This design comes from an exercise in tuning for small area and a short achievable clock period on the open sky130 flow, not from production work. In this exercise RTL edits were held to simulation tests only and were not proved equivalent to the original.

==> flow/design.v, too long to show whole: its modules and the start of the top module <==
// module CSA_3_2: 10 lines
// module BOOTH_ENC: 10 lines
// module C42_4_2: 16 lines
// module C42N_4_2: 14 lines
// module HA_2_2: 9 lines
// module CPA_32: 200 lines
// module GP_1: 4 lines
// module GO_1: 3 lines
// module INC_18: 83 lines
// module conv1d: 2423 lines
module conv1d (
    input clk,
    input rst_n,
    input w_valid,
    input [47:0] w_in,
    input [15:0] x,
    input [15:0] b,
    output [31:0] y
);
  // ...
==> flow/flow/run.sh <==
#!/bin/bash
# The standard layout (the standard.sh, unchanged), with plain buf_1
# cells as the port buffers instead of the delay buffers that ORFS's
# buffer_ports picks by default.  standard.sh's full output goes to
# standard.log; ORFS writes each step's log under orfs/logs/.
export BUFFER_PORTS_ARGS="-buffer_cell sky130_fd_sc_hd__buf_1"
bash standard.sh > standard.log 2>&1
==> flow/standard.sh <==
#!/bin/bash
# synth_recipe.tcl (not shown) runs the flow's synth.tcl, then flattens the netlist and writes it again
# the make line also repeats each setting of config.mk as NAME=value (left out here)
make -C /OpenROAD-flow-scripts/flow DESIGN_CONFIG=/design/flow/config.mk WORK_HOME=/design/flow/orfs CLKGATE_MAP_FILE= SYNTH_SCRIPT=/design/flow/synth_recipe.tcl "${@:-finish}"
==> flow/config.mk <==
export PLATFORM = sky130hd
export DESIGN_NAME = conv1d
export DESIGN_NICKNAME = conv1d
export VERILOG_FILES = /design/flow/design.v
export SDC_FILE = /design/flow/constraint.sdc
export NUM_CORES = 4
export LEC_CHECK = 0
export CAP_MARGIN = 75
export CORE_MARGIN = 2
export CORE_UTILIZATION = 65
export CTS_CLUSTER_DIAMETER = 100
export CTS_CLUSTER_SIZE = 30
export PLACE_DENSITY = 0.75
export SETUP_SLACK_MARGIN = 5
export SLEW_MARGIN = 75
export SYNTH_HIERARCHICAL = 1
export SYNTH_MINIMUM_KEEP_SIZE = 0
==> flow/constraint.sdc <==
create_clock -name core_clock -period 10.0 [get_ports {clk}]
set_input_delay 2.0000 -clock core_clock [delete_from_list [all_inputs] [get_ports {clk}]]
set_output_delay 2.0000 -clock core_clock [all_outputs]
set_load 0.01 [all_outputs]
==> results_tabular.tex, run 1 <==
\begin{tabular}{lr}
\hline
Metric & Value \\
\hline
\multicolumn{2}{l}{\textbf{Status}} \\
Status & finished clean \\
\multicolumn{2}{l}{\textbf{Layout}} \\
FILL cells & 3091 \\
CLK BUF & 31 \\
Non-clock buffering overhead in the final layout & 0.0492 \\
Layout net count & 2795 \\
Core utilization of the finished layout & 0.701 \\
Number of diodes & 0 \\
Buffers outside the clock class & 193 \\
\multicolumn{2}{l}{\textbf{Global routing}} \\
Met1 Resource Use GR & 0.438 \\
GR met2 Demand/Resource & 0.493 \\
\multicolumn{2}{l}{\textbf{Logic synthesis}} \\
Synth cell types & 26 \\
Top post-synthesis cells by area & sky130\_fd\_sc\_hd\_\_dfrtp\_1 (35\%), sky130\_fd\_sc\_hd\_\_fa\_1 (25\%), sky130\_fd\_sc\_hd\_\_xnor2\_1 (11\%) \\
Adder and majority cell fraction of the synthesized area & 0.296 \\
Simple-gate portion of the synthesized area & 0.0149 \\
Synthesis-stage register bit count & 469 \\
Synth Cell Area & 30300 µm² \\
Most common cell in the netlist & sky130\_fd\_sc\_hd\_\_dfrtp\_1 \\
Mux share of post-synthesis cell area & 0.0197 \\
\multicolumn{2}{l}{\textbf{Clock network}} \\
Count of hold-fix buffers inserted at cts & 0 \\
\multicolumn{2}{l}{\textbf{Die}} \\
I/O pins & 115 \\
\multicolumn{2}{l}{\textbf{Timing}} \\
Number of hold violations in the final report & 0 \\
Clock period minus final worst setup slack & 3.84 ns \\
Portion of the clock cycle consumed by the worst path in the final layout & 0.384 \\
\multicolumn{2}{l}{\textbf{Min path}} \\
Hold Path Cell Cnt & 0 \\
\multicolumn{2}{l}{\textbf{Placed design}} \\
Post-place setup slack & 5.63 ns \\
\multicolumn{2}{l}{\textbf{Detailed routing}} \\
Met1 wire length & 29100 µm \\
Iteration count of the initial detailed-routing pass & 7 \\
\multicolumn{2}{l}{\textbf{Worst setup path}} \\
Critical path, cell by cell & buf\_8 > fa\_1 > fa\_1 > fa\_1 > ha\_1 > a21o\_1 > a21o\_1 > a21o\_2 > a21o\_4 > a21o\_1 > xor3\_1 \\
Reg-to-reg endpoint & yr[31] \\
\hline
\end{tabular}
==> inputs of run 2 (changes only) <==
--- a/flow/design.v
+++ b/flow/design.v
@@ -1715,17 +1715,17 @@
   wire m2_129 = ((w2n[10] & none[7]) | (w2n[9] & ntwo[7])) ^ nneg[7];
   wire m2_130 = ((w2n[11] & none[7]) | (w2n[10] & ntwo[7])) ^ nneg[7];
   wire m2_131 = ((w2n[12] & none[7]) | (w2n[11] & ntwo[7])) ^ nneg[7];
   wire m2_132 = ((w2n[13] & none[7]) | (w2n[12] & ntwo[7])) ^ nneg[7];
   wire m2_133 = ((w2n[14] & none[7]) | (w2n[13] & ntwo[7])) ^ nneg[7];
   wire m2_134 = ((w2n[15] & none[7]) | (w2n[14] & ntwo[7])) ^ nneg[7];
   wire m2_135 = ~(((w2n[15] & none[7]) | (w2n[15] & ntwo[7])) ^ nneg[7]);
   wire m2_136, m2_137;
-  HA_2_2 u_m2_136 (.a(bc0_12), .b(bc1_12), .cout(m2_137), .sum(m2_136));
+  HA_2_2 u_m2_136 (.a(nneg[6]), .b(bc0_12), .cout(m2_137), .sum(m2_136));
   wire m2_138, m2_139;
   HA_2_2 u_m2_138 (.a(bc0_13), .b(bc1_13), .cout(m2_139), .sum(m2_138));
   wire m2_140, m2_141;
   CSA_3_2 u_m2_140 (.a(bc0_14), .b(bc1_14), .cin(nneg[7]), .cout(m2_141), .sum(m2_140));
   wire m2_142, m2_143;
   HA_2_2 u_m2_142 (.a(m2_104), .b(m2_119), .cout(m2_143), .sum(m2_142));
   wire m2_144, m2_145;
   CSA_3_2 u_m2_144 (.a(bc0_15), .b(bc1_15), .cin(m2_105), .cout(m2_145), .sum(m2_144));
@@ -1735,41 +1735,41 @@
   CSA_3_2 u_m2_148 (.a(bc0_16), .b(bc1_16), .cin(m2_106), .cout(m2_149), .sum(m2_148));
   wire m2_150, m2_151;
   HA_2_2 u_m2_150 (.a(m2_121), .b(m2_16), .cout(m2_151), .sum(m2_150));
   wire m2_152, m2_153;
   CSA_3_2 u_m2_152 (.a(bc0_17), .b(bc1_17), .cin(m2_107), .cout(m2_153), .sum(m2_152));
   wire m2_154, m2_155;
   HA_2_2 u_m2_154 (.a(bc0_18), .b(bc1_18), .cout(m2_155), .sum(m2_154));
   wire m2_156, m2_157;
-  HA_2_2 u_m2_156 (.a(bc0_6), .b(bc1_6), .cout(m2_157), .sum(m2_156));
+  HA_2_2 u_m2_156 (.a(nneg[3]), .b(bc0_6), .cout(m2_157), .sum(m2_156));
   wire m2_158, m2_159;
   HA_2_2 u_m2_158 (.a(bc0_7), .b(bc1_7), .cout(m2_159), .sum(m2_158));
   wire m2_160, m2_161;
-  CSA_3_2 u_m2_160 (.a(bc0_8), .b(bc1_8), .cin(nneg[4]), .cout(m2_161), .sum(m2_160));
+  CSA_3_2 u_m2_160 (.a(nneg[4]), .b(bc0_8), .cin(bc1_8), .cout(m2_161), .sum(m2_160));
   wire m2_162, m2_163;
   HA_2_2 u_m2_162 (.a(m2_23), .b(m2_38), .cout(m2_163), .sum(m2_162));
   wire m2_164, m2_165;
   CSA_3_2 u_m2_164 (.a(bc0_9), .b(bc1_9), .cin(m2_24), .cout(m2_165), .sum(m2_164));
   wire m2_166, m2_167;
   HA_2_2 u_m2_166 (.a(m2_39), .b(m2_54), .cout(m2_167), .sum(m2_166));
   wire m2_168, m2_169;
-  CSA_3_2 u_m2_168 (.a(bc0_10), .b(bc1_10), .cin(nneg[5]), .cout(m2_169), .sum(m2_168));
+  CSA_3_2 u_m2_168 (.a(nneg[5]), .b(bc0_10), .cin(bc1_10), .cout(m2_169), .sum(m2_168));
   wire m2_170, m2_171;
   CSA_3_2 u_m2_170 (.a(m2_10), .b(m2_25), .cin(m2_40), .cout(m2_171), .sum(m2_170));
   wire m2_172, m2_173;
   HA_2_2 u_m2_172 (.a(m2_55), .b(m2_70), .cout(m2_173), .sum(m2_172));
   wire m2_174, m2_175;
   CSA_3_2 u_m2_174 (.a(bc0_11), .b(bc1_11), .cin(m2_11), .cout(m2_175), .sum(m2_174));
   wire m2_176, m2_177;
   CSA_3_2 u_m2_176 (.a(m2_26), .b(m2_41), .cin(m2_56), .cout(m2_177), .sum(m2_176));
   wire m2_178, m2_179;
   HA_2_2 u_m2_178 (.a(m2_71), .b(m2_86), .cout(m2_179), .sum(m2_178));
   wire m2_180, m2_181;
-  CSA_3_2 u_m2_180 (.a(m2_136), .b(nneg[6]), .cin(m2_102), .cout(m2_181), .sum(m2_180));
+  CSA_3_2 u_m2_180 (.a(bc1_12), .b(m2_136), .cin(m2_102), .cout(m2_181), .sum(m2_180));
   wire m2_182, m2_183;
   CSA_3_2 u_m2_182 (.a(m2_12), .b(m2_27), .cin(m2_42), .cout(m2_183), .sum(m2_182));
   wire m2_184, m2_185;
   CSA_3_2 u_m2_184 (.a(m2_57), .b(m2_72), .cin(m2_87), .cout(m2_185), .sum(m2_184));
   wire m2_186, m2_187;
   CSA_3_2 u_m2_186 (.a(m2_137), .b(m2_138), .cin(m2_103), .cout(m2_187), .sum(m2_186));
   wire m2_188, m2_189;
   CSA_3_2 u_m2_188 (.a(m2_13), .b(m2_28), .cin(m2_43), .cout(m2_189), .sum(m2_188));
@@ -2595,45 +2595,45 @@
       bc1_27 <= m1_460;
       bc0_28 <= m1_461;
       bc1_28 <= m1_462;
       bc0_29 <= m1_464;
       bc1_29 <= m1_463;
       bc0_30 <= m1_466;
       bc1_30 <= m1_465;
       bc0_31 <= m1_467;
-      sc0_0 <= bc0_0;
-      sc1_0 <= bc1_0;
-      sc2_0 <= nneg[0];
+      sc0_0 <= nneg[0];
+      sc1_0 <= bc0_0;
+      sc2_0 <= bc1_0;
       sc3_0 <= m2_0;
       sc0_1 <= bc0_1;
       sc1_1 <= bc1_1;
       sc2_1 <= m2_1;
-      sc0_2 <= bc0_2;
-      sc1_2 <= bc1_2;
-      sc2_2 <= nneg[1];
+      sc0_2 <= nneg[1];
+      sc1_2 <= bc0_2;
+      sc2_2 <= bc1_2;
       sc3_2 <= m2_17;
       sc4_2 <= m2_2;
       sc0_3 <= bc0_3;
       sc1_3 <= bc1_3;
       sc2_3 <= m2_18;
       sc3_3 <= m2_3;
-      sc0_4 <= bc0_4;
-      sc1_4 <= bc1_4;
-      sc2_4 <= nneg[2];
+      sc0_4 <= nneg[2];
+      sc1_4 <= bc0_4;
+      sc2_4 <= bc1_4;
       sc3_4 <= m2_19;
       sc4_4 <= m2_34;
       sc5_4 <= m2_4;
       sc0_5 <= bc0_5;
       sc1_5 <= bc1_5;
       sc2_5 <= m2_20;
       sc3_5 <= m2_35;
       sc4_5 <= m2_5;
-      sc0_6 <= m2_156;
-      sc1_6 <= nneg[3];
+      sc0_6 <= bc1_6;
+      sc1_6 <= m2_156;
       sc2_6 <= m2_21;
       sc3_6 <= m2_36;
       sc4_6 <= m2_51;
       sc5_6 <= m2_6;
       sc0_7 <= m2_157;
       sc1_7 <= m2_158;
       sc2_7 <= m2_22;
       sc3_7 <= m2_37;
==> run 2 against run 1 <==
Effect of this change:
- highest routed layer unchanged
- worst hold slack better by 0.0074 ns
- design area is 0.46% lower
==> results_tabular.tex, run 2 <==
\begin{tabular}{lr}
\hline
Metric & Value \\
\hline
\multicolumn{2}{l}{\textbf{Status}} \\
Status & finished clean \\
\multicolumn{2}{l}{\textbf{Layout}} \\
Number of flip-flops in the largest register & 32 \\
Area growth syn-to-layout & 6.51\% \\
Layout net count & 2790 (-0.18\%) \\
Number of diodes & 0 (unchanged) \\
Registers with the most flip-flops & yr x32, br x17 \\
Most flop-heavy register & yr \\
Core utilization of the finished layout & 0.698 (-0.00322) \\
Finished Cell Area & 32300 µm² \\
Most common cell after layout, fill and taps aside & sky130\_fd\_sc\_hd\_\_dfrtp\_1 \\
Commonest cells after routing, fill and taps aside & sky130\_fd\_sc\_hd\_\_dfrtp\_1 (389), sky130\_fd\_sc\_hd\_\_xnor2\_1 (384), sky130\_fd\_sc\_hd\_\_fa\_1 (384), sky130\_fd\_sc\_hd\_\_a22oi\_1 (340), sky130\_fd\_sc\_hd\_\_buf\_1 (108) \\
Share of post-route cells with drive strength above 1 & 0.111 \\
\multicolumn{2}{l}{\textbf{Worst setup path}} \\
Largest fanout of any net on the critical path & 20 \\
Master of the slowest instance on the critical path & sky130\_fd\_sc\_hd\_\_fa\_1 \\
Endpoint class of the critical path & flip-flop \\
Top delay family on crit path & adder cells \\
Crit start category & primary input \\
Delay contributed by the slowest stage of the critical path & 0.46 ns \\
Worst reg-to-reg setup slack & 6.22 ns \\
Critical path start-end classification & in2reg \\
Critical path, cell by cell & buf\_2 > buf\_8 > buf\_12 > mux2\_4 > a22oi\_1 > xnor2\_1 > fa\_1 > fa\_1 \\
Critical path buffers and inverters & 3 \\
Most numerous cell on the critical path & sky130\_fd\_sc\_hd\_\_fa\_1 \\
Required time of the critical path & 10.44 ns \\
Worst EP arrival & 4.23 ns \\
\multicolumn{2}{l}{\textbf{Detailed routing}} \\
Number of vias per cell & 6.39 \\
Total via count in the routed design & 18140 \\
Violation count after the first detailed-route iteration & 1901 \\
Post-detailed-routing wire length & 69400 µm \\
Count of nets left with antenna violations after detail routing & 0 \\
Iteration count of the initial detailed-routing pass & 7 (unchanged) \\
DRC violations left & 0 \\
Average wire per standard cell & 24.4 µm \\
\multicolumn{2}{l}{\textbf{Global routing}} \\
Vias in the first global route & 19971 \\
Largest net degree at the start of global routing & 51 \\
Global-route wire length before repair & 110000 µm \\
Number of antenna violations at the first check in global routing & 0 \\
Overall track demand over capacity in global routing & 0.298 \\
Total overflow reported by the global router & 0 \\
\multicolumn{2}{l}{\textbf{Logic synthesis}} \\
Post-synth top flop & sky130\_fd\_sc\_hd\_\_dfrtp\_1 \\
Post-Synthesis Cells & 2231 \\
Number of synthesized flops with an enable pin & 0 \\
Yosys warns & 7 \\
Fraction of post-synthesis cell area in the top cell type by area & 0.353 \\
Post-Syn Area per Cell & 13.6 µm² \\
Leading area contributor after synthesis & sky130\_fd\_sc\_hd\_\_dfrtp\_1 \\
Most common cell in the netlist & sky130\_fd\_sc\_hd\_\_dfrtp\_1 \\
Synth Cell Area & 30300 µm² (about the same) \\
Top post-synthesis cells by area & sky130\_fd\_sc\_hd\_\_dfrtp\_1 (35\%), sky130\_fd\_sc\_hd\_\_fa\_1 (25\%), sky130\_fd\_sc\_hd\_\_xnor2\_1 (11\%) \\
Async set-reset flop share out of synthesis & 0.966 \\
Post-synth top cells & sky130\_fd\_sc\_hd\_\_dfrtp\_1 (428), sky130\_fd\_sc\_hd\_\_fa\_1 (384), sky130\_fd\_sc\_hd\_\_xnor2\_1 (384), sky130\_fd\_sc\_hd\_\_a22oi\_1 (340), sky130\_fd\_sc\_hd\_\_clkbuf\_1 (141) \\
Synth cell types & 26 (unchanged) \\
Share of synthesized area occupied by flip-flops and latches & 0.386 \\
Synthesis-stage register bit count & 470 (+0.21\%) \\
\multicolumn{2}{l}{\textbf{Placed design}} \\
Final HPWL from detailed placement & 48500 µm \\
GP Congestion & 0.887 \\
Total cell area at the placement stage & 31700 µm² \\
Total of buffers placed on input and output ports & 114 \\
\multicolumn{2}{l}{\textbf{Clock network}} \\
Skew-Pair Late Insertion Delay & 0.55 ns \\
Inserted Clock Buffers & 19 \\
Post-CTS Resized & 0 \\
Root Buffer & sky130\_fd\_sc\_hd\_\_clkbuf\_16 \\
\# H-tree levels & 1 \\
Setup repair bufs after CTS & 0 \\
Count of hold-fix buffers inserted at cts & 0 (unchanged) \\
Sink Count & 470 \\
Number of buffers on the longest clock path & 3 \\
Clock slew at reported path FFs & 0.12 ns \\
Clock tree from TritonCTS & done \\
\multicolumn{2}{l}{\textbf{Timing}} \\
Number of pins exceeding their max-slew limit in the final report & 0 \\
Peak clock frequency supported by timing & 263 MHz \\
Clock period minus final worst setup slack & 3.80 ns (-0.0480 ns) \\
Number of hold violations in the final report & 0 (unchanged) \\
Worst clock skew on the final layout & 0.0165 ns \\
Final setup viols & 0 \\
Portion of the clock cycle consumed by the worst path in the final layout & 0.380 (-0.00480) \\
TNS Setup & 0 ns \\
RSZ-0062 raised after global routing & false \\
\multicolumn{2}{l}{\textbf{Die}} \\
I/O pins & 115 (unchanged) \\
X dimension of the die & 220 µm \\
Cell row count & 79 \\
Starting density of the core & 0.655 \\
Overall die area & 48400 µm² \\
Die height & 220 µm \\
Placeable core area & 46300 µm² \\
\multicolumn{2}{l}{\textbf{Run}} \\
Max-capacitance violation count & 0 \\
\multicolumn{2}{l}{\textbf{Min path}} \\
Worst min path class & reg2reg \\
\hline
\end{tabular}
## run 2: Yosys stat by module (local to each module, per instance)
module	cells	cell area (µm²)	flip-flops and latches	copies in the design
GO_1	1	7.51	0	30
GP_1	2	13.8	0	45
conv1d	1554	19900	470	1
BOOTH_ENC	5	38.8	0	8
HA_2_2	1	12.5	0	70
CSA_3_2	1	20.0	0	384
CPA_32	63	682	0	1
## run 2: worst reg2reg max path, delay by kind of cell (launching register included)
| family | cells | cell delay, ns |
|---|---|---|
| flops | 1 | 0.47 |
| fa+ha+maj | 4 | 1.79 |
| xor+xnor | 1 | 0.20 |
| compound gates | 5 | 1.20 |
## run 2: path summary, 6_finish.rpt
| kind | startpoint | depth (start not counted) | endpoint |
|---|---|---|---|
| hold reg to reg | ac1_14 | 0 | a21_14 |
| max in group asynchronous | rst_n | 5 | a20_17 |
| hold / removal | ac1_14 | 0 | a21_14 |
| setup reg to reg | dneg[2] | 10 | yr[31] |
| min in group asynchronous | rst_n | 1 | w2[14] |
| setup / recovery | w_valid | 8 | sc5_15 |
## run 2: metal layers
metal | GRT usage | up-vias | share of wire
met2 | 0.483 | 974 | 0.48
met3 | 0.0502 | 198 | 0.087
li1 | - | 7472 | -
met4 | 0.0984 | 0 | 0.027
met5 | 0 | - | 0
met1 | 0.415 | 9496 | 0.40
## run 2: cells by family after synthesis
kind of cell    Yosys count  synth area share
flops                   470             0.386
fa+ha+maj               487             0.296
simple gates             85            0.0149
other cells               1          0.000124
compound gates          467             0.118
xor+xnor                447             0.130
buf+inv                 226            0.0347
mux                      48            0.0197
## run 2: stage by stage
| step | setup slack [ns] | instances | hold slack, ns |
|---|---|---|---|
| finish | 6.20 | 2839 | 0.352 |
| global placement | 5.32 | 2774 | 0.332 |
| global route | 6.15 | 2839 | 0.356 |
| detailed placement | 5.65 | 2805 | 0.335 |
| CTS | 6.09 | 2838 | 0.350 |
| floorplan | 5.97 | 2234 | 0.331 |
## run 2: cell type report
cell class / count / area (µm²)
clock inverters: 1 / 8.76
flip-flops and latches: 470 / 11800
inverters: 3 / 11.3
repair buffers: 188 / 1490
fillers: 3148 / 14000
well taps: 607 / 759
clock buffers: 32 / 534
multi-input cells: 1538 / 17600
==> inputs of run 3 (changes only) <==
--- a/flow/config.mk
+++ b/flow/config.mk
@@ -5,7 +5,7 @@
 export SDC_FILE = /design/flow/constraint.sdc
 export NUM_CORES = 4
 export LEC_CHECK = 0
-export CAP_MARGIN = 75
+export CAP_MARGIN = 60
 export CORE_MARGIN = 2
 export CORE_UTILIZATION = 65
 export CTS_CLUSTER_DIAMETER = 100
==> run 3 against run 2 <==
Effect of this change:
- setup slack lost 0.028 ns
- worst hold slack gained 0.0022 ns
- global-route usage grew 0.21 points
- area after synthesis is the same
- non-clock buffer count is the same
- maximum frequency shrank 0.73%
- first-iteration DRC count shrank 3.7%
- critical endpoint is now sc5_17
==> results_tabular.tex, run 3 <==
\begin{tabular}{lr}
\hline
Metric & Value \\
\hline
\multicolumn{2}{l}{\textbf{Layout}} \\
Number of diodes & 0 (unchanged) \\
Commonest cells after routing, fill and taps aside & sky130\_fd\_sc\_hd\_\_dfrtp\_1 (389), sky130\_fd\_sc\_hd\_\_xnor2\_1 (384), sky130\_fd\_sc\_hd\_\_fa\_1 (384), sky130\_fd\_sc\_hd\_\_a22oi\_1 (340), sky130\_fd\_sc\_hd\_\_buf\_1 (108) \\
Number of flip-flops in the largest register & 32 (unchanged) \\
Most common cell after layout, fill and taps aside & sky130\_fd\_sc\_hd\_\_dfrtp\_1 \\
Share of post-route cells with drive strength above 1 & 0.112 (+0.000448) \\
FILL cells & 3147 (-0.032\%) \\
Most flop-heavy register & yr \\
Registers with the most flip-flops & yr x32, br x17 \\
Area growth syn-to-layout & 6.50\% (about the same) \\
Layout net count & 2790 (unchanged) \\
\multicolumn{2}{l}{\textbf{Logic synthesis}} \\
Async set-reset flop share out of synthesis & 0.966 (unchanged) \\
Number of synthesized flops with an enable pin & 0 (unchanged) \\
Yosys warns & 7 (unchanged) \\
Post-Synthesis Cells & 2231 (unchanged) \\
Synth Cell Area & 30300 µm² (unchanged) \\
Fraction of post-synthesis cell area in the top cell type by area & 0.353 (unchanged) \\
Post-synth top cells & sky130\_fd\_sc\_hd\_\_dfrtp\_1 (428), sky130\_fd\_sc\_hd\_\_fa\_1 (384), sky130\_fd\_sc\_hd\_\_xnor2\_1 (384), sky130\_fd\_sc\_hd\_\_a22oi\_1 (340), sky130\_fd\_sc\_hd\_\_clkbuf\_1 (141) \\
Leading area contributor after synthesis & sky130\_fd\_sc\_hd\_\_dfrtp\_1 \\
Post-synth top flop & sky130\_fd\_sc\_hd\_\_dfrtp\_1 \\
Share of synthesized area occupied by flip-flops and latches & 0.386 (unchanged) \\
Post-Syn Area per Cell & 13.6 µm² (unchanged) \\
Top post-synthesis cells by area & sky130\_fd\_sc\_hd\_\_dfrtp\_1 (35\%), sky130\_fd\_sc\_hd\_\_fa\_1 (25\%), sky130\_fd\_sc\_hd\_\_xnor2\_1 (11\%) \\
Most common cell in the netlist & sky130\_fd\_sc\_hd\_\_dfrtp\_1 \\
Synth cell types & 26 (unchanged) \\
Synthesis-stage register bit count & 470 (unchanged) \\
\multicolumn{2}{l}{\textbf{Clock network}} \\
Post-CTS Resized & 0 (unchanged) \\
Clock slew at reported path FFs & 0.12 ns (about the same) \\
Clock tree from TritonCTS & done \\
Skew-Pair Late Insertion Delay & 0.56 ns (about the same) \\
Sink Count & 470 (unchanged) \\
Inserted Clock Buffers & 19 (unchanged) \\
Root Buffer & sky130\_fd\_sc\_hd\_\_clkbuf\_16 \\
Count of hold-fix buffers inserted at cts & 0 (unchanged) \\
\# H-tree levels & 1 (unchanged) \\
Setup repair bufs after CTS & 0 (unchanged) \\
Number of buffers on the longest clock path & 3 (unchanged) \\
\multicolumn{2}{l}{\textbf{Placed design}} \\
GP Congestion & 0.887 (unchanged) \\
Total of buffers placed on input and output ports & 114 (unchanged) \\
Final HPWL from detailed placement & 48500 µm (about the same) \\
\multicolumn{2}{l}{\textbf{Detailed routing}} \\
Count of nets left with antenna violations after detail routing & 0 (unchanged) \\
Total length of routed met3 wires & 6040 µm (unchanged) \\
Highest Signal Layer & met4 \\
Average wire per standard cell & 24.5 µm (+0.39\%) \\
Post-detailed-routing wire length & 69600 µm (+0.39\%) \\
Iteration count of the initial detailed-routing pass & 7 (unchanged) \\
Met2 Wirelength & 33800 µm (+0.93\%) \\
Met1 wire length & 27800 µm (-0.61\%) \\
DRC violations left & 0 (unchanged) \\
Total via count in the routed design & 18222 (+0.45\%) \\
Number of vias per cell & 6.42 (+0.45\%) \\
Violation count after the first detailed-route iteration & 1830 (-3.7\%) \\
\multicolumn{2}{l}{\textbf{Min path}} \\
Startpoint of the most critical hold path & ac1\_23 \\
Hold Path Cell Cnt & 0 (unchanged) \\
Worst min path class & reg2reg \\
\multicolumn{2}{l}{\textbf{Worst setup path}} \\
Largest fanout of any net on the critical path & 20 (unchanged) \\
Critical path start-end classification & in2reg \\
Crit start category & primary input \\
Worst EP arrival & 4.25 ns (+0.02 ns) \\
Worst setup startpoint & w\_valid \\
Startpoint of the most critical register-to-register path & dneg[2] \\
Required time of the critical path & 10.43 ns (about the same) \\
Endpoint class of the critical path & flip-flop \\
Worst-case reg-to-reg path depth & 10 (unchanged) \\
\multicolumn{2}{l}{\textbf{Die}} \\
X dimension of the die & 220 µm (unchanged) \\
Die height & 220 µm (unchanged) \\
Cell row count & 79 (unchanged) \\
Placeable core area & 46300 µm² (unchanged) \\
I/O pins & 115 (unchanged) \\
Starting density of the core & 0.655 (unchanged) \\
Overall die area & 48400 µm² (unchanged) \\
\multicolumn{2}{l}{\textbf{Global routing}} \\
Vias in the first global route & 19991 (+0.10\%) \\
Total overflow reported by the global router & 0 (unchanged) \\
Global-route wire length before repair & 111000 µm (+0.61\%) \\
Largest net degree at the start of global routing & 51 (unchanged) \\
Overall track demand over capacity in global routing & 0.300 (+0.00213) \\
Number of antenna violations at the first check in global routing & 0 (unchanged) \\
\multicolumn{2}{l}{\textbf{Timing}} \\
Number of hold violations in the final report & 0 (unchanged) \\
Final setup viols & 0 (unchanged) \\
Clock period minus final worst setup slack & 3.82 ns (+0.0278 ns) \\
Peak clock frequency supported by timing & 262 MHz (-0.73\%) \\
Worst Hold Slack & 0.354 ns (+0.00220 ns) \\
Portion of the clock cycle consumed by the worst path in the final layout & 0.382 (+0.00278) \\
RSZ-0062 raised after global routing & false \\
Number of pins exceeding their max-slew limit in the final report & 0 (unchanged) \\
Worst clock skew on the final layout & 0.0166 ns (+0.0000773 ns) \\
TNS Setup & 0 ns (unchanged) \\
\multicolumn{2}{l}{\textbf{Status}} \\
Status & finished clean \\
\multicolumn{2}{l}{\textbf{Run}} \\
Max-capacitance violation count & 0 (unchanged) \\
\hline
\end{tabular}
==> run 3: final timing paths <==
check | to | slack (ns)
max | sc5_17 | 6.18
min | a21_23 | 0.35
max reg2reg | yr[31] | 6.20
min reg2reg | a21_23 | 0.35
max in group asynchronous | a20_17 | 7.30
min in group asynchronous | yr[26] | 1.33
==> run 3: cell type report <==
class	count	area, µm²	share of cell area
clock buffer	31	531	0.0164
clock inverter	2	11.3	0.000349
inverter	3	11.3	0.000349
multi-input combinational	1538	17600	0.546
sequential	470	11800	0.367
tap	607	759	0.0235
timing repair buffer	188	1490	0.0461
==> run 3: metrics by stage <==
step           utilization  setup slack, ns  std cells  instance area, µm²
2_1_floorplan            -             5.97       2234               30300
3_3_place_gp         0.667             5.32       2774               30800
3_5_place_dp         0.685             5.65       2805               31700
4_1_cts              0.697             6.09       2838               32200
5_1_grt              0.698             6.10       2839               32300
6_report             0.698             6.18       2839               32300
==> run 3: critical path: stages <==
cell and delay [ns]:
sky130_fd_sc_hd__buf_2 0.09, sky130_fd_sc_hd__buf_8 0.13, sky130_fd_sc_hd__buf_12 0.20, sky130_fd_sc_hd__mux2_4 0.43, sky130_fd_sc_hd__a22oi_1 0.27, sky130_fd_sc_hd__xnor2_1 0.17, sky130_fd_sc_hd__fa_1 0.46, sky130_fd_sc_hd__fa_1 0.45
==> run 3: per-layer routing <==
metal,vias up,track usage
met4,0,0.100
met2,999,0.483
li1,7450,-
met1,9573,0.419
met5,-,0
met3,200,0.0541
==> run 3: kinds of logic after synthesis <==
group	share of synthesized area
XOR/XNOR	0.130
buffers and inverters	0.0347
adder cells (fa/ha/maj)	0.296
other	0.000124
multiplexers	0.0197
AO/OA/AOI/OAI	0.118
flip-flops	0.386
AND/OR/NAND/NOR	0.0149
==> run 3: Yosys stat by module (local to each module, per instance) <==
module     flops+latches  cell area, µm²
GP_1                   0            13.8
BOOTH_ENC              0            38.8
CSA_3_2                0            20.0
GO_1                   0            7.51
HA_2_2                 0            12.5
CPA_32                 0             682
conv1d               470           19900
==> inputs of run 4 (changes only) <==
--- a/flow/config.mk
+++ b/flow/config.mk
@@ -5,13 +5,13 @@
 export SDC_FILE = /design/flow/constraint.sdc
 export NUM_CORES = 4
 export LEC_CHECK = 0
-export CAP_MARGIN = 60
+export CAP_MARGIN = 65
 export CORE_MARGIN = 2
 export CORE_UTILIZATION = 65
 export CTS_CLUSTER_DIAMETER = 100
 export CTS_CLUSTER_SIZE = 30
 export PLACE_DENSITY = 0.75
 export SETUP_SLACK_MARGIN = 5
-export SLEW_MARGIN = 75
+export SLEW_MARGIN = 65
 export SYNTH_HIERARCHICAL = 1
 export SYNTH_MINIMUM_KEEP_SIZE = 0
==> run 4 against run 3 <==
Effect of this change:
- register-to-register slack lost 0.16 ns
- critical endpoint is now yr[31]
- first-iteration DRC count shrank 6.9%
- still clean on timing, DRC and antenna
- synthesized cell count is the same
- critical path depth grew 3
- non-clock buffer count shrank 15
- worst hold slack lost 0.0061 ns
==> results_tabular.tex, run 4 <==
\begin{tabular}{lr}
\hline
Metric & Value \\
\hline
\multicolumn{2}{l}{\textbf{Detailed routing}} \\
Count of nets left with antenna violations after detail routing & 0 (unchanged) \\
Average wire per standard cell & 24.6 µm (+0.24\%) \\
DRC violations left & 0 (unchanged) \\
Total length of routed met3 wires & 5670 µm (-6.1\%) \\
Violation count after the first detailed-route iteration & 1704 (-6.9\%) \\
Total via count in the routed design & 18039 (-1.0\%) \\
Iteration count of the initial detailed-routing pass & 8 (+1) \\
Highest Signal Layer & met4 \\
Met2 Wirelength & 33800 µm (-0.11\%) \\
Post-detailed-routing wire length & 69400 µm (-0.29\%) \\
Number of vias per cell & 6.39 (-0.48\%) \\
Met1 wire length & 28200 µm (+1.3\%) \\
\multicolumn{2}{l}{\textbf{Timing}} \\
Number of pins exceeding their max-slew limit in the final report & 0 (unchanged) \\
Portion of the clock cycle consumed by the worst path in the final layout & 0.396 (+0.0136) \\
Max-slew headroom & 0.653 \\
RSZ-0062 raised after global routing & false \\
Worst clock skew on the final layout & 0.0181 ns (+0.00151 ns) \\
Worst Hold Slack & 0.348 ns (-0.00613 ns) \\
Clock period minus final worst setup slack & 3.96 ns (+0.136 ns) \\
Final setup viols & 0 (unchanged) \\
Worst-margin pin slew & 0.520 ns \\
Number of hold violations in the final report & 0 (unchanged) \\
TNS Setup & 0 ns (unchanged) \\
Peak clock frequency supported by timing & 253 MHz (-3.4\%) \\
\multicolumn{2}{l}{\textbf{Clock network}} \\
Clock slew at reported path FFs & 0.11 ns (about the same) \\
Count of hold-fix buffers inserted at cts & 0 (unchanged) \\
Inserted Clock Buffers & 19 (unchanged) \\
Number of buffers on the longest clock path & 3 (unchanged) \\
Skew-Pair Late Insertion Delay & 0.55 ns (about the same) \\
Setup repair bufs after CTS & 0 (unchanged) \\
Sink Count & 470 (unchanged) \\
Root Buffer & sky130\_fd\_sc\_hd\_\_clkbuf\_16 \\
Clock tree from TritonCTS & done \\
Post-CTS Resized & 0 (unchanged) \\
\# H-tree levels & 1 (unchanged) \\
\multicolumn{2}{l}{\textbf{Worst setup path}} \\
Worst-case reg-to-reg path depth & 11 (+1) \\
Delay contributed by the slowest stage of the critical path & 0.44 ns (-0.02 ns) \\
Most numerous cell on the critical path & sky130\_fd\_sc\_hd\_\_a21o\_1 \\
Critical path, cell by cell & buf\_8 > ha\_1 > fa\_1 > fa\_1 > ha\_1 > and2\_1 > a21o\_1 > a21o\_1 > a21o\_2 > a21o\_1 > xor3\_1 \\
Crit start category & flip-flop \\
Master of the slowest instance on the critical path & sky130\_fd\_sc\_hd\_\_fa\_1 \\
Endpoint class of the critical path & flip-flop \\
Largest fanout of any net on the critical path & 37 (+85\%) \\
Worst reg-to-reg setup slack & 6.04 ns (-0.16 ns) \\
Reg-to-reg endpoint & yr[31] \\
Required time of the critical path & 10.42 ns (about the same) \\
Worst EP arrival & 4.38 ns (+0.13 ns) \\
Startpoint of the most critical register-to-register path & dneg[1] \\
Critical path start-end classification & reg2reg \\
\multicolumn{2}{l}{\textbf{Global routing}} \\
Global-route wire length before repair & 110000 µm (-0.39\%) \\
Vias in the first global route & 19991 (unchanged) \\
Number of antenna violations at the first check in global routing & 0 (unchanged) \\
Largest net degree at the start of global routing & 68 (+33\%) \\
Total overflow reported by the global router & 0 (unchanged) \\
Overall track demand over capacity in global routing & 0.299 (-0.000966) \\
\multicolumn{2}{l}{\textbf{Placed design}} \\
Placed cell count & 2786 (-0.68\%) \\
GP Congestion & 0.887 (unchanged) \\
Final HPWL from detailed placement & 47000 µm (-3.2\%) \\
Total of buffers placed on input and output ports & 114 (unchanged) \\
\multicolumn{2}{l}{\textbf{Logic synthesis}} \\
Most common cell in the netlist & sky130\_fd\_sc\_hd\_\_dfrtp\_1 \\
Post-synth top flop & sky130\_fd\_sc\_hd\_\_dfrtp\_1 \\
Leading area contributor after synthesis & sky130\_fd\_sc\_hd\_\_dfrtp\_1 \\
Number of synthesized flops with an enable pin & 0 (unchanged) \\
Top post-synthesis cells by area & sky130\_fd\_sc\_hd\_\_dfrtp\_1 (35\%), sky130\_fd\_sc\_hd\_\_fa\_1 (25\%), sky130\_fd\_sc\_hd\_\_xnor2\_1 (11\%) \\
Synthesis-stage register bit count & 470 (unchanged) \\
Yosys warns & 7 (unchanged) \\
Async set-reset flop share out of synthesis & 0.966 (unchanged) \\
Post-synth top cells & sky130\_fd\_sc\_hd\_\_dfrtp\_1 (428), sky130\_fd\_sc\_hd\_\_fa\_1 (384), sky130\_fd\_sc\_hd\_\_xnor2\_1 (384), sky130\_fd\_sc\_hd\_\_a22oi\_1 (340), sky130\_fd\_sc\_hd\_\_clkbuf\_1 (141) \\
Post-Syn Area per Cell & 13.6 µm² (unchanged) \\
Synth cell types & 26 (unchanged) \\
Synth Cell Area & 30300 µm² (unchanged) \\
Fraction of post-synthesis cell area in the top cell type by area & 0.353 (unchanged) \\
Post-Synthesis Cells & 2231 (unchanged) \\
Share of synthesized area occupied by flip-flops and latches & 0.386 (unchanged) \\
\multicolumn{2}{l}{\textbf{Die}} \\
Starting density of the core & 0.655 (unchanged) \\
I/O pins & 115 (unchanged) \\
Placeable core area & 46300 µm² (unchanged) \\
Overall die area & 48400 µm² (unchanged) \\
Cell row count & 79 (unchanged) \\
Die height & 220 µm (unchanged) \\
X dimension of the die & 220 µm (unchanged) \\
\multicolumn{2}{l}{\textbf{Layout}} \\
Final cell count without fillers & 2824 (-0.53\%) \\
Most flop-heavy register & yr \\
Layout net count & 2775 (-0.54\%) \\
Registers with the most flip-flops & yr x32, br x17 \\
FILL cells & 3206 (+1.9\%) \\
Core utilization of the finished layout & 0.689 (-0.00857) \\
Area growth syn-to-layout & 5.19\% \\
Number of diodes & 0 (unchanged) \\
Number of flip-flops in the largest register & 32 (unchanged) \\
Share of post-route cells with drive strength above 1 & 0.105 (-0.00646) \\
Commonest cells after routing, fill and taps aside & sky130\_fd\_sc\_hd\_\_dfrtp\_1 (389), sky130\_fd\_sc\_hd\_\_xnor2\_1 (384), sky130\_fd\_sc\_hd\_\_fa\_1 (384), sky130\_fd\_sc\_hd\_\_a22oi\_1 (340), sky130\_fd\_sc\_hd\_\_buf\_1 (108) \\
Most common cell after layout, fill and taps aside & sky130\_fd\_sc\_hd\_\_dfrtp\_1 \\
\multicolumn{2}{l}{\textbf{Min path}} \\
Startpoint of the most critical hold path & ac1\_23 \\
Hold endpoint & a21\_23 \\
Hold Path Cell Cnt & 0 (unchanged) \\
Worst min path class & reg2reg \\
\multicolumn{2}{l}{\textbf{Status}} \\
Status & finished clean \\
\multicolumn{2}{l}{\textbf{Run}} \\
Max-capacitance violation count & 0 (unchanged) \\
\hline
\end{tabular}
## run 4: cell counts after synthesis
No cell type changed its count.
## run 4: worst max-delay path, delay by kind of cell, from the launching register on
kind	cells	cell delay, ns
xor+xnor	1	0.23
fa+ha+maj	4	1.47
flops	1	0.38
compound gates	4	1.23
simple gates	1	0.14
buf+inv	1	0.36
## run 4: worst max path at each step
stage | from | cells past startpoint | slack [ns] | endpoint
CTS | dneg[1] | 11 | 6.04 | yr[31]
floorplan | w_valid | 8 | 5.97 | sc5_15
global route | dneg[1] | 11 | 5.83 | yr[31]
global placement | w_valid | 7 | 5.32 | sc5_16
finish | dneg[1] | 11 | 6.04 | yr[31]
detailed placement | w_valid | 7 | 5.55 | sc5_16
## run 4: Yosys stat by module, one instance, submodules excluded
| module | cell area [µm²] | flops+latches | cells inside | times used |
|---|---|---|---|---|
| conv1d | 19900 | 470 | 1554 | 1 |
| HA_2_2 | 12.5 | 0 | 1 | 70 |
| CSA_3_2 | 20.0 | 0 | 1 | 384 |
| CPA_32 | 682 | 0 | 63 | 1 |
| GO_1 | 7.51 | 0 | 1 | 30 |
| BOOTH_ENC | 38.8 | 0 | 5 | 8 |
| GP_1 | 13.8 | 0 | 2 | 45 |
## run 4: kinds of logic after synthesis
kind of cell               Yosys count  share of synthesized area
other                                1                   0.000124
adders and majority gates          487                      0.296
AOI/OAI and AO/OA                  467                      0.118
DFF                                470                      0.386
and+or+nand+nor                     85                     0.0149
muxes                               48                     0.0197
buffers and inverters              226                     0.0347
xor gates and xnor gates           447                      0.130
## run 4: final cells by class
cell class / count / area, µm² / share of cell area
Sequential cell: 470 / 11800 / 0.369
Inverter: 3 / 11.3 / 0.000353
Multi-Input combinational cell: 1538 / 17600 / 0.553
Clock buffer: 32 / 544 / 0.0171
Tap cell: 607 / 759 / 0.0238
Timing Repair Buffer: 173 / 1170 / 0.0368
Clock inverter: 1 / 8.76 / 0.000275
## run 4: per-stage QoR
step	area, µm²	setup slack, ns
detailed placement	31200	5.55
global placement	30800	5.32
floorplan	30300	5.97
global route	31900	5.83
finish	31900	6.04
CTS	31800	6.04
## run 4: routing by layer
metal,track usage,up-vias
li1,-,7435
met1,0.417,9489
met2,0.485,933
met3,0.0468,182
met4,0.104,0
met5,0,-
==> inputs of run 5 (changes only) <==
--- a/flow/config.mk
+++ b/flow/config.mk
@@ -5,13 +5,13 @@
 export SDC_FILE = /design/flow/constraint.sdc
 export NUM_CORES = 4
 export LEC_CHECK = 0
-export CAP_MARGIN = 65
+export CAP_MARGIN = 80
 export CORE_MARGIN = 2
 export CORE_UTILIZATION = 65
 export CTS_CLUSTER_DIAMETER = 100
 export CTS_CLUSTER_SIZE = 30
 export PLACE_DENSITY = 0.75
 export SETUP_SLACK_MARGIN = 5
-export SLEW_MARGIN = 65
+export SLEW_MARGIN = 80
 export SYNTH_HIERARCHICAL = 1
 export SYNTH_MINIMUM_KEEP_SIZE = 0
==> run 5 against run 4 <==
Effect of this change:
- die area unchanged
- maximum frequency down 0.54%
- first-iteration DRC count up 25%
- largest cell class unchanged
- highest routed layer unchanged
==> results_tabular.tex, run 5 <==
\begin{tabular}{lr}
\hline
Metric & Value \\
\hline
\multicolumn{2}{l}{\textbf{Global routing}} \\
Global-route wire length before repair & 113000 µm (+2.6\%) \\
Number of antenna violations at the first check in global routing & 1 (+1) \\
Overall track demand over capacity in global routing & 0.308 (+0.00864) \\
Vias in the first global route & 20469 (+2.4\%) \\
Total overflow reported by the global router & 0 (unchanged) \\
Largest net degree at the start of global routing & 50 (-26\%) \\
\multicolumn{2}{l}{\textbf{Layout}} \\
Registers with the most flip-flops & yr x32, br x17 \\
Most flop-heavy register & yr \\
Storage element area & 11800 µm² (+0.66\%) \\
Share of post-route cells with drive strength above 1 & 0.125 (+0.0203) \\
Layout net count & 2823 (+1.7\%) \\
Finished Cell Area & 33100 µm² (+3.7\%) \\
Core utilization of the finished layout & 0.715 (+0.0257) \\
Area growth syn-to-layout & 9.11\% \\
Multi-input gate area in the final layout & 17700 µm² (+0.50\%) \\
Commonest cells after routing, fill and taps aside & sky130\_fd\_sc\_hd\_\_dfrtp\_1 (389), sky130\_fd\_sc\_hd\_\_fa\_1 (384), sky130\_fd\_sc\_hd\_\_xnor2\_1 (377), sky130\_fd\_sc\_hd\_\_a22oi\_1 (340), sky130\_fd\_sc\_hd\_\_buf\_1 (107) \\
Most common cell after layout, fill and taps aside & sky130\_fd\_sc\_hd\_\_dfrtp\_1 \\
Number of flip-flops in the largest register & 32 (unchanged) \\
FILL cells & 3028 (-5.6\%) \\
\multicolumn{2}{l}{\textbf{Die}} \\
Placeable core area & 46300 µm² (unchanged) \\
Cell row count & 79 (unchanged) \\
Die height & 220 µm (unchanged) \\
Starting density of the core & 0.655 (unchanged) \\
I/O pins & 115 (unchanged) \\
X dimension of the die & 220 µm (unchanged) \\
Overall die area & 48400 µm² (unchanged) \\
\multicolumn{2}{l}{\textbf{Detailed routing}} \\
Post-detailed-routing wire length & 71800 µm (+3.5\%) \\
Highest Signal Layer & met4 \\
Total length of routed met3 wires & 6320 µm (+11\%) \\
Met2 Wirelength & 35200 µm (+4.3\%) \\
Average wire per standard cell & 25.0 µm (+1.7\%) \\
Met1 wire length & 28200 µm (+0.14\%) \\
Count of nets left with antenna violations after detail routing & 0 (unchanged) \\
DRC violations left & 0 (unchanged) \\
Violation count after the first detailed-route iteration & 2123 (+25\%) \\
Iteration count of the initial detailed-routing pass & 6 (-2) \\
Number of vias per cell & 6.45 (+0.90\%) \\
Total via count in the routed design & 18517 (+2.6\%) \\
\multicolumn{2}{l}{\textbf{Logic synthesis}} \\
Top post-synthesis cells by area & sky130\_fd\_sc\_hd\_\_dfrtp\_1 (35\%), sky130\_fd\_sc\_hd\_\_fa\_1 (25\%), sky130\_fd\_sc\_hd\_\_xnor2\_1 (11\%) \\
Most common cell in the netlist & sky130\_fd\_sc\_hd\_\_dfrtp\_1 \\
Post-Syn Area per Cell & 13.6 µm² (unchanged) \\
Number of synthesized flops with an enable pin & 0 (unchanged) \\
Synthesis-stage register bit count & 470 (unchanged) \\
Leading area contributor after synthesis & sky130\_fd\_sc\_hd\_\_dfrtp\_1 \\
Fraction of post-synthesis cell area in the top cell type by area & 0.353 (unchanged) \\
Synth cell types & 26 (unchanged) \\
Post-Synthesis Cells & 2231 (unchanged) \\
Post-synth top flop & sky130\_fd\_sc\_hd\_\_dfrtp\_1 \\
Share of synthesized area occupied by flip-flops and latches & 0.386 (unchanged) \\
Post-synth top cells & sky130\_fd\_sc\_hd\_\_dfrtp\_1 (428), sky130\_fd\_sc\_hd\_\_fa\_1 (384), sky130\_fd\_sc\_hd\_\_xnor2\_1 (384), sky130\_fd\_sc\_hd\_\_a22oi\_1 (340), sky130\_fd\_sc\_hd\_\_clkbuf\_1 (141) \\
Yosys warns & 7 (unchanged) \\
Synth Cell Area & 30300 µm² (unchanged) \\
Async set-reset flop share out of synthesis & 0.966 (unchanged) \\
\multicolumn{2}{l}{\textbf{Clock network}} \\
Root Buffer & sky130\_fd\_sc\_hd\_\_clkbuf\_16 \\
Count of hold-fix buffers inserted at cts & 0 (unchanged) \\
Inserted Clock Buffers & 19 (unchanged) \\
Setup repair bufs after CTS & 0 (unchanged) \\
Clock slew at reported path FFs & 0.12 ns (about the same) \\
Post-CTS Resized & 0 (unchanged) \\
Number of buffers on the longest clock path & 3 (unchanged) \\
Skew-Pair Late Insertion Delay & 0.56 ns (about the same) \\
\# H-tree levels & 1 (unchanged) \\
Sink Count & 470 (unchanged) \\
Clock tree from TritonCTS & done \\
\multicolumn{2}{l}{\textbf{Worst setup path}} \\
Largest fanout of any net on the critical path & 19 (-49\%) \\
Required time of the critical path & 10.50 ns (+0.08 ns) \\
Endpoint class of the critical path & flip-flop \\
Critical path, cell by cell & buf\_1 > buf\_8 > buf\_12 > nand2b\_1 > o22ai\_4 > buf\_2 > buf\_2 > a22oi\_1 > clkdlybuf4s50\_1 > xnor2\_2 > fa\_1 \\
Critical path start-end classification & in2reg \\
Worst reg-to-reg setup slack & 6.24 ns (+0.20 ns) \\
Delay contributed by the slowest stage of the critical path & 0.53 ns (+0.09 ns) \\
Worst EP arrival & 4.48 ns (+0.10 ns) \\
Crit start category & primary input \\
Master of the slowest instance on the critical path & sky130\_fd\_sc\_hd\_\_fa\_1 \\
Most numerous cell on the critical path & sky130\_fd\_sc\_hd\_\_buf\_2 \\
\multicolumn{2}{l}{\textbf{Status}} \\
Status & finished clean \\
\multicolumn{2}{l}{\textbf{Timing}} \\
Worst clock skew on the final layout & 0.0176 ns (-0.000469 ns) \\
Number of hold violations in the final report & 0 (unchanged) \\
Clock period minus final worst setup slack & 3.98 ns (+0.0214 ns) \\
Final setup viols & 0 (unchanged) \\
Number of pins exceeding their max-slew limit in the final report & 0 (unchanged) \\
Peak clock frequency supported by timing & 251 MHz (-0.54\%) \\
TNS Setup & 0 ns (unchanged) \\
Portion of the clock cycle consumed by the worst path in the final layout & 0.398 (+0.00214) \\
Setup ws final & 6.02 ns (-0.0214 ns) \\
RSZ-0062 raised after global routing & false \\
\multicolumn{2}{l}{\textbf{Placed design}} \\
Total cell area at the placement stage & 32200 µm² (+3.1\%) \\
Final HPWL from detailed placement & 50100 µm (+6.8\%) \\
GP Congestion & 0.887 (unchanged) \\
Total of buffers placed on input and output ports & 114 (unchanged) \\
Post-place setup slack & 5.63 ns (+0.0725 ns) \\
\multicolumn{2}{l}{\textbf{Run}} \\
Max-capacitance violation count & 0 (unchanged) \\
\multicolumn{2}{l}{\textbf{Min path}} \\
Worst min path class & reg2reg \\
\hline
\end{tabular}
-- run 5: final timing paths --
path                               from  endpoint  depth (start not counted)
worst min register to register   ac1_20    a21_20                          0
worst max register to register  dneg[2]    yr[31]                         10
max in group asynchronous         rst_n     w0[4]                          7
worst min-delay path             ac1_20    a21_20                          0
worst max-delay path              x[15]    sc1_17                         11
min in group asynchronous         rst_n    yr[26]                          1
-- run 5: per-stage QoR --
| stage | cells | hold slack, ns |
|---|---|---|
| 4_1_cts | 2856 | 0.357 |
| 3_5_place_dp | 2823 | 0.335 |
| 5_1_grt | 2873 | 0.362 |
| 2_1_floorplan | 2234 | 0.331 |
| 6_report | 2873 | 0.352 |
| 3_3_place_gp | 2774 | 0.332 |
-- run 5: kinds of logic (layout without fill, tap and decap cells) --
family / count (synthesis) / after routing / synth area share
flip-flops: 470 / 470 / 0.386
XOR/XNOR: 447 / 447 / 0.130
AO/OA/AOI/OAI: 467 / 467 / 0.118
multiplexers: 48 / 48 / 0.0197
adder cells (fa/ha/maj): 487 / 487 / 0.296
other: 1 / 5 / 0.000124
AND/OR/NAND/NOR: 85 / 85 / 0.0149
buffers and inverters: 226 / 257 / 0.0347
-- run 5: per-module statistics from Yosys, one instance, submodules excluded --
module / flip-flops and latches / copies in the design
GP_1: 0 / 45
HA_2_2: 0 / 70
CSA_3_2: 0 / 384
CPA_32: 0 / 1
BOOTH_ENC: 0 / 8
conv1d: 470 / 1
GO_1: 0 / 30
-- run 5: final cells by class --
| type | instances | area share |
|---|---|---|
| well taps | 607 | 0.0230 |
| clock buffers | 31 | 0.0160 |
| repair buffers | 221 | 0.0653 |
| flip-flops and latches | 470 | 0.358 |
| inverters | 3 | 0.000340 |
| clock inverters | 2 | 0.00182 |
| multi-input cells | 1538 | 0.535 |
| diodes | 1 | 0.0000757 |
-- run 5: critical path: cells and delay by family --
| family | cells | cell delay, ns |
|---|---|---|
| xor+xnor | 1 | 0.16 |
| fa+ha+maj | 1 | 0.53 |
| buf+inv | 6 | 1.35 |
| compound gates | 2 | 0.29 |
| simple gates | 1 | 0.11 |
-- run 5: layer usage --
| layer | track usage | vias to the layer above |
|---|---|---|
| met3 | 0.0475 | 216 |
| met2 | 0.500 | 1043 |
| met1 | 0.427 | 9726 |
| li1 | - | 7532 |
| met5 | 0 | - |
| met4 | 0.111 | 0 |
==> inputs of run 6 (changes only) <==
--- a/flow/config.mk
+++ b/flow/config.mk
@@ -5,13 +5,13 @@
 export SDC_FILE = /design/flow/constraint.sdc
 export NUM_CORES = 4
 export LEC_CHECK = 0
-export CAP_MARGIN = 80
+export CAP_MARGIN = 85
 export CORE_MARGIN = 2
 export CORE_UTILIZATION = 65
 export CTS_CLUSTER_DIAMETER = 100
 export CTS_CLUSTER_SIZE = 30
 export PLACE_DENSITY = 0.75
 export SETUP_SLACK_MARGIN = 5
-export SLEW_MARGIN = 80
+export SLEW_MARGIN = 85
 export SYNTH_HIERARCHICAL = 1
 export SYNTH_MINIMUM_KEEP_SIZE = 0
==> run 6 against run 5 <==
Effect of this change:
- still clean
- first-iteration DRC count down 0.75%
- area after synthesis unchanged
- largest cell class unchanged
==> results_tabular.tex, run 6 <==
\begin{tabular}{lr}
\hline
Metric & Value \\
\hline
\multicolumn{2}{l}{\textbf{Placed design}} \\
Total of buffers placed on input and output ports & 114 (unchanged) \\
Placed cell count & 2922 (+3.5\%) \\
Total cell area at the placement stage & 33900 µm² (+5.3\%) \\
Final HPWL from detailed placement & 55800 µm (+11\%) \\
GP Congestion & 0.887 (unchanged) \\
\multicolumn{2}{l}{\textbf{Die}} \\
Starting density of the core & 0.655 (unchanged) \\
I/O pins & 115 (unchanged) \\
Overall die area & 48400 µm² (unchanged) \\
Placeable core area & 46300 µm² (unchanged) \\
Cell row count & 79 (unchanged) \\
Die height & 220 µm (unchanged) \\
X dimension of the die & 220 µm (unchanged) \\
\multicolumn{2}{l}{\textbf{Clock network}} \\
Sink Count & 470 (unchanged) \\
Root Buffer & sky130\_fd\_sc\_hd\_\_clkbuf\_16 \\
Number of buffers on the longest clock path & 3 (unchanged) \\
Setup repair bufs after CTS & 0 (unchanged) \\
Skew-Pair Late Insertion Delay & 0.57 ns (about the same) \\
Post-CTS Resized & 0 (unchanged) \\
Clock tree from TritonCTS & done \\
\# H-tree levels & 1 (unchanged) \\
Clock slew at reported path FFs & 0.12 ns (about the same) \\
Inserted Clock Buffers & 19 (unchanged) \\
Count of hold-fix buffers inserted at cts & 0 (unchanged) \\
\multicolumn{2}{l}{\textbf{Layout}} \\
Layout net count & 2925 (+3.6\%) \\
Most flop-heavy register & yr \\
Number of diodes & 0 (-1) \\
Commonest cells after routing, fill and taps aside & sky130\_fd\_sc\_hd\_\_dfrtp\_1 (389), sky130\_fd\_sc\_hd\_\_fa\_1 (384), sky130\_fd\_sc\_hd\_\_xnor2\_1 (220), sky130\_fd\_sc\_hd\_\_a22oi\_1 (212), sky130\_fd\_sc\_hd\_\_xnor2\_2 (164) \\
Most common cell after layout, fill and taps aside & sky130\_fd\_sc\_hd\_\_dfrtp\_1 \\
Registers with the most flip-flops & yr x32, br x17 \\
Share of post-route cells with drive strength above 1 & 0.284 (+0.159) \\
Number of flip-flops in the largest register & 32 (unchanged) \\
Finished Cell Area & 36400 µm² (+9.9\%) \\
Final cell count without fillers & 2974 (+3.5\%) \\
Area growth syn-to-layout & 19.9\% \\
\multicolumn{2}{l}{\textbf{Min path}} \\
Worst min path class & reg2reg \\
Startpoint of the most critical hold path & ac1\_22 \\
\multicolumn{2}{l}{\textbf{Logic synthesis}} \\
Leading area contributor after synthesis & sky130\_fd\_sc\_hd\_\_dfrtp\_1 \\
Synthesis-stage register bit count & 470 (unchanged) \\
Yosys warns & 7 (unchanged) \\
Compound-gate portion of the synthesized area & 0.118 (unchanged) \\
Post-Syn Area per Cell & 13.6 µm² (unchanged) \\
Synth cell types & 26 (unchanged) \\
Post-synth top cells & sky130\_fd\_sc\_hd\_\_dfrtp\_1 (428), sky130\_fd\_sc\_hd\_\_fa\_1 (384), sky130\_fd\_sc\_hd\_\_xnor2\_1 (384), sky130\_fd\_sc\_hd\_\_a22oi\_1 (340), sky130\_fd\_sc\_hd\_\_clkbuf\_1 (141) \\
Synth Cell Area & 30300 µm² (unchanged) \\
Fraction of post-synthesis cell area in the top cell type by area & 0.353 (unchanged) \\
Post-synth top flop & sky130\_fd\_sc\_hd\_\_dfrtp\_1 \\
Async set-reset flop share out of synthesis & 0.966 (unchanged) \\
Adder and majority cell fraction of the synthesized area & 0.296 (unchanged) \\
Dominant combinational cell family by area after synthesis & adder cells \\
Post-Synthesis Cells & 2231 (unchanged) \\
Most common cell in the netlist & sky130\_fd\_sc\_hd\_\_dfrtp\_1 \\
Share of synthesized area occupied by flip-flops and latches & 0.386 (unchanged) \\
Number of synthesized flops with an enable pin & 0 (unchanged) \\
Xor and xnor fraction of the mapped netlist area & 0.130 (unchanged) \\
Mux share of post-synthesis cell area & 0.0197 (unchanged) \\
Simple-gate portion of the synthesized area & 0.0149 (unchanged) \\
Top post-synthesis cells by area & sky130\_fd\_sc\_hd\_\_dfrtp\_1 (35\%), sky130\_fd\_sc\_hd\_\_fa\_1 (25\%), sky130\_fd\_sc\_hd\_\_xnor2\_1 (11\%) \\
\multicolumn{2}{l}{\textbf{Global routing}} \\
Most crowded layer after global routing & met2 \\
Met1 Resource Use GR & 0.433 (+0.00564) \\
Total overflow reported by the global router & 0 (unchanged) \\
Global-route wire length before repair & 116000 µm (+2.7\%) \\
Largest net degree at the start of global routing & 32 (-36\%) \\
Overall track demand over capacity in global routing & 0.317 (+0.00925) \\
Vias in the first global route & 20964 (+2.4\%) \\
Met3 Use GR & 0.0520 (+0.00455) \\
Number of antenna violations at the first check in global routing & 0 (-1) \\
GR met2 Demand/Resource & 0.523 (+0.0231) \\
\multicolumn{2}{l}{\textbf{Detailed routing}} \\
Number of vias per cell & 6.52 (+1.1\%) \\
Iteration count of the initial detailed-routing pass & 6 (unchanged) \\
DRC violations left & 0 (unchanged) \\
Total via count in the routed design & 19385 (+4.7\%) \\
Violation count after the first detailed-route iteration & 2107 (-0.75\%) \\
Count of nets left with antenna violations after detail routing & 0 (unchanged) \\
Post-detailed-routing wire length & 79600 µm (+11\%) \\
Average wire per standard cell & 26.8 µm (+7.0\%) \\
\multicolumn{2}{l}{\textbf{Timing}} \\
RSZ-0062 raised after global routing & false \\
Worst clock skew on the final layout & 0.0297 ns (+0.0120 ns) \\
Clock period minus final worst setup slack & 4.37 ns (+0.388 ns) \\
Portion of the clock cycle consumed by the worst path in the final layout & 0.437 (+0.0388) \\
Number of hold violations in the final report & 0 (unchanged) \\
Peak clock frequency supported by timing & 229 MHz (-8.9\%) \\
Final setup viols & 0 (unchanged) \\
TNS Setup & 0 ns (unchanged) \\
Number of pins exceeding their max-slew limit in the final report & 0 (unchanged) \\
\multicolumn{2}{l}{\textbf{Worst setup path}} \\
Required time of the critical path & 10.52 ns (+0.02 ns) \\
Most numerous cell on the critical path & sky130\_fd\_sc\_hd\_\_buf\_2 \\
Crit start category & primary input \\
Startpoint of the most critical register-to-register path & w1[4] \\
Critical path, cell by cell & buf\_1 > buf\_8 > buf\_16 > nand2\_1 > o22ai\_4 > buf\_2 > buf\_2 > clkdlybuf4s18\_2 > a22oi\_1 > clkdlybuf4s50\_1 > xnor2\_2 > fa\_1 \\
Master of the slowest instance on the critical path & sky130\_fd\_sc\_hd\_\_fa\_1 \\
Largest fanout of any net on the critical path & 13 (-6) \\
Endpoint class of the critical path & flip-flop \\
Critical path start-end classification & in2reg \\
Delay contributed by the slowest stage of the critical path & 0.54 ns (about the same) \\
Worst setup startpoint & x[1] \\
Worst EP arrival & 4.89 ns (+0.41 ns) \\
\multicolumn{2}{l}{\textbf{Run}} \\
Max-capacitance violation count & 0 (unchanged) \\
\multicolumn{2}{l}{\textbf{Status}} \\
Status & finished clean \\
\hline
\end{tabular}
-- run 6: cells by family (layout without fill, tap and decap cells) --
group	count (synthesis)	count (layout)
flops	470	470
simple gates	85	85
xor+xnor	447	447
other cells	1	4
mux	48	48
fa+ha+maj	487	487
compound gates	467	467
buf+inv	226	359
-- run 6: final timing paths --
kind                                to  slack (ns)  depth (start not counted)
worst max-delay path            sc4_14        5.63                         12
worst min-delay path            a21_22        0.34                          0
worst max register to register  bc1_18        5.97                          8
worst min register to register  a21_22        0.34                          0
max in group asynchronous        w0[0]        7.16                          8
min in group asynchronous       yr[23]        1.23                          1
-- run 6: per-stage QoR --
stage	util	setup slack (ns)	hold WS (ns)
4_1_cts	0.744	5.75	0.352
3_5_place_dp	0.733	5.17	0.335
3_3_place_gp	0.667	5.32	0.332
2_1_floorplan	-	5.97	0.331
6_report	0.786	5.63	0.341
5_1_grt	0.786	5.55	0.350
-- run 6: layout make-up --
| type | instances | area [µm²] |
|---|---|---|
| clock buffers | 32 | 534 |
| multi-input cells | 1538 | 19800 |
| inverters | 3 | 11.3 |
| flip-flops and latches | 470 | 11800 |
| repair buffers | 323 | 3400 |
| clock inverters | 1 | 8.76 |
| fillers | 2453 | 9910 |
| well taps | 607 | 759 |
-- run 6: per-module statistics from Yosys, one instance, submodules excluded --
module     times used  cells  flops+latches  cell area (µm²)
conv1d              1   1554            470            19900
CSA_3_2           384      1              0             20.0
BOOTH_ENC           8      5              0             38.8
HA_2_2             70      1              0             12.5
GP_1               45      2              0             13.8
GO_1               30      1              0             7.51
CPA_32              1     63              0              682
-- run 6: per-layer routing --
metal	share of wire	wire length, µm
met5	0	0
met4	0.035	2820
met3	0.086	6880
met2	0.50	39900
met1	0.38	30000
-- run 6: worst max-delay path, delay by kind of cell --
kind	cells	cell delay, ns
compound gates	2	0.30
buf+inv	7	1.76
fa+ha+maj	1	0.54
xor+xnor	1	0.16
simple gates	1	0.11

## separate check: timing with driven ports
In the flow no input, the clock included, has a driving cell. The finished layouts below were timed again as built, in two steps. Step 1 sets driving cells, clkbuf_16 on the clock port and buf_2 on the other inputs (assumed; they add their load-dependent delay and slew). Step 2 moves the port delays by t, midway between the first and last clock arrival at a register: inputs arrive t later, outputs are due t later. That takes back most of the time a late clock gives input paths. Slacks: ideal / step 1 / step 2; pairs: ideal / step 1.
run | t, ns | slack for setup (ns) | worst setup path after step 2 | worst data-port slew with drivers (ns)
run 1 | 0.614 | 6.156 / 6.156 / 5.644 | input to register | 0.07
run 2 | 0.601 | 6.204 / 6.221 / 5.639 | input to register | 0.08
run 3 | 0.605 | 6.176 / 6.198 / 5.609 | input to register | 0.08
run 4 | 0.597 | 6.040 / 6.040 / 5.501 | input to register | 0.07
run 5 | 0.611 | 6.019 / 6.053 / 5.442 | input to register | 0.08
run 6 | 0.615 | 5.631 / 5.664 / 5.049 | input to register | 0.08
After both steps every run listed still meets setup and hold. The setup slack of run 6, which loses most, moves by +0.033 ns with the drivers and by -0.582 ns with both steps.
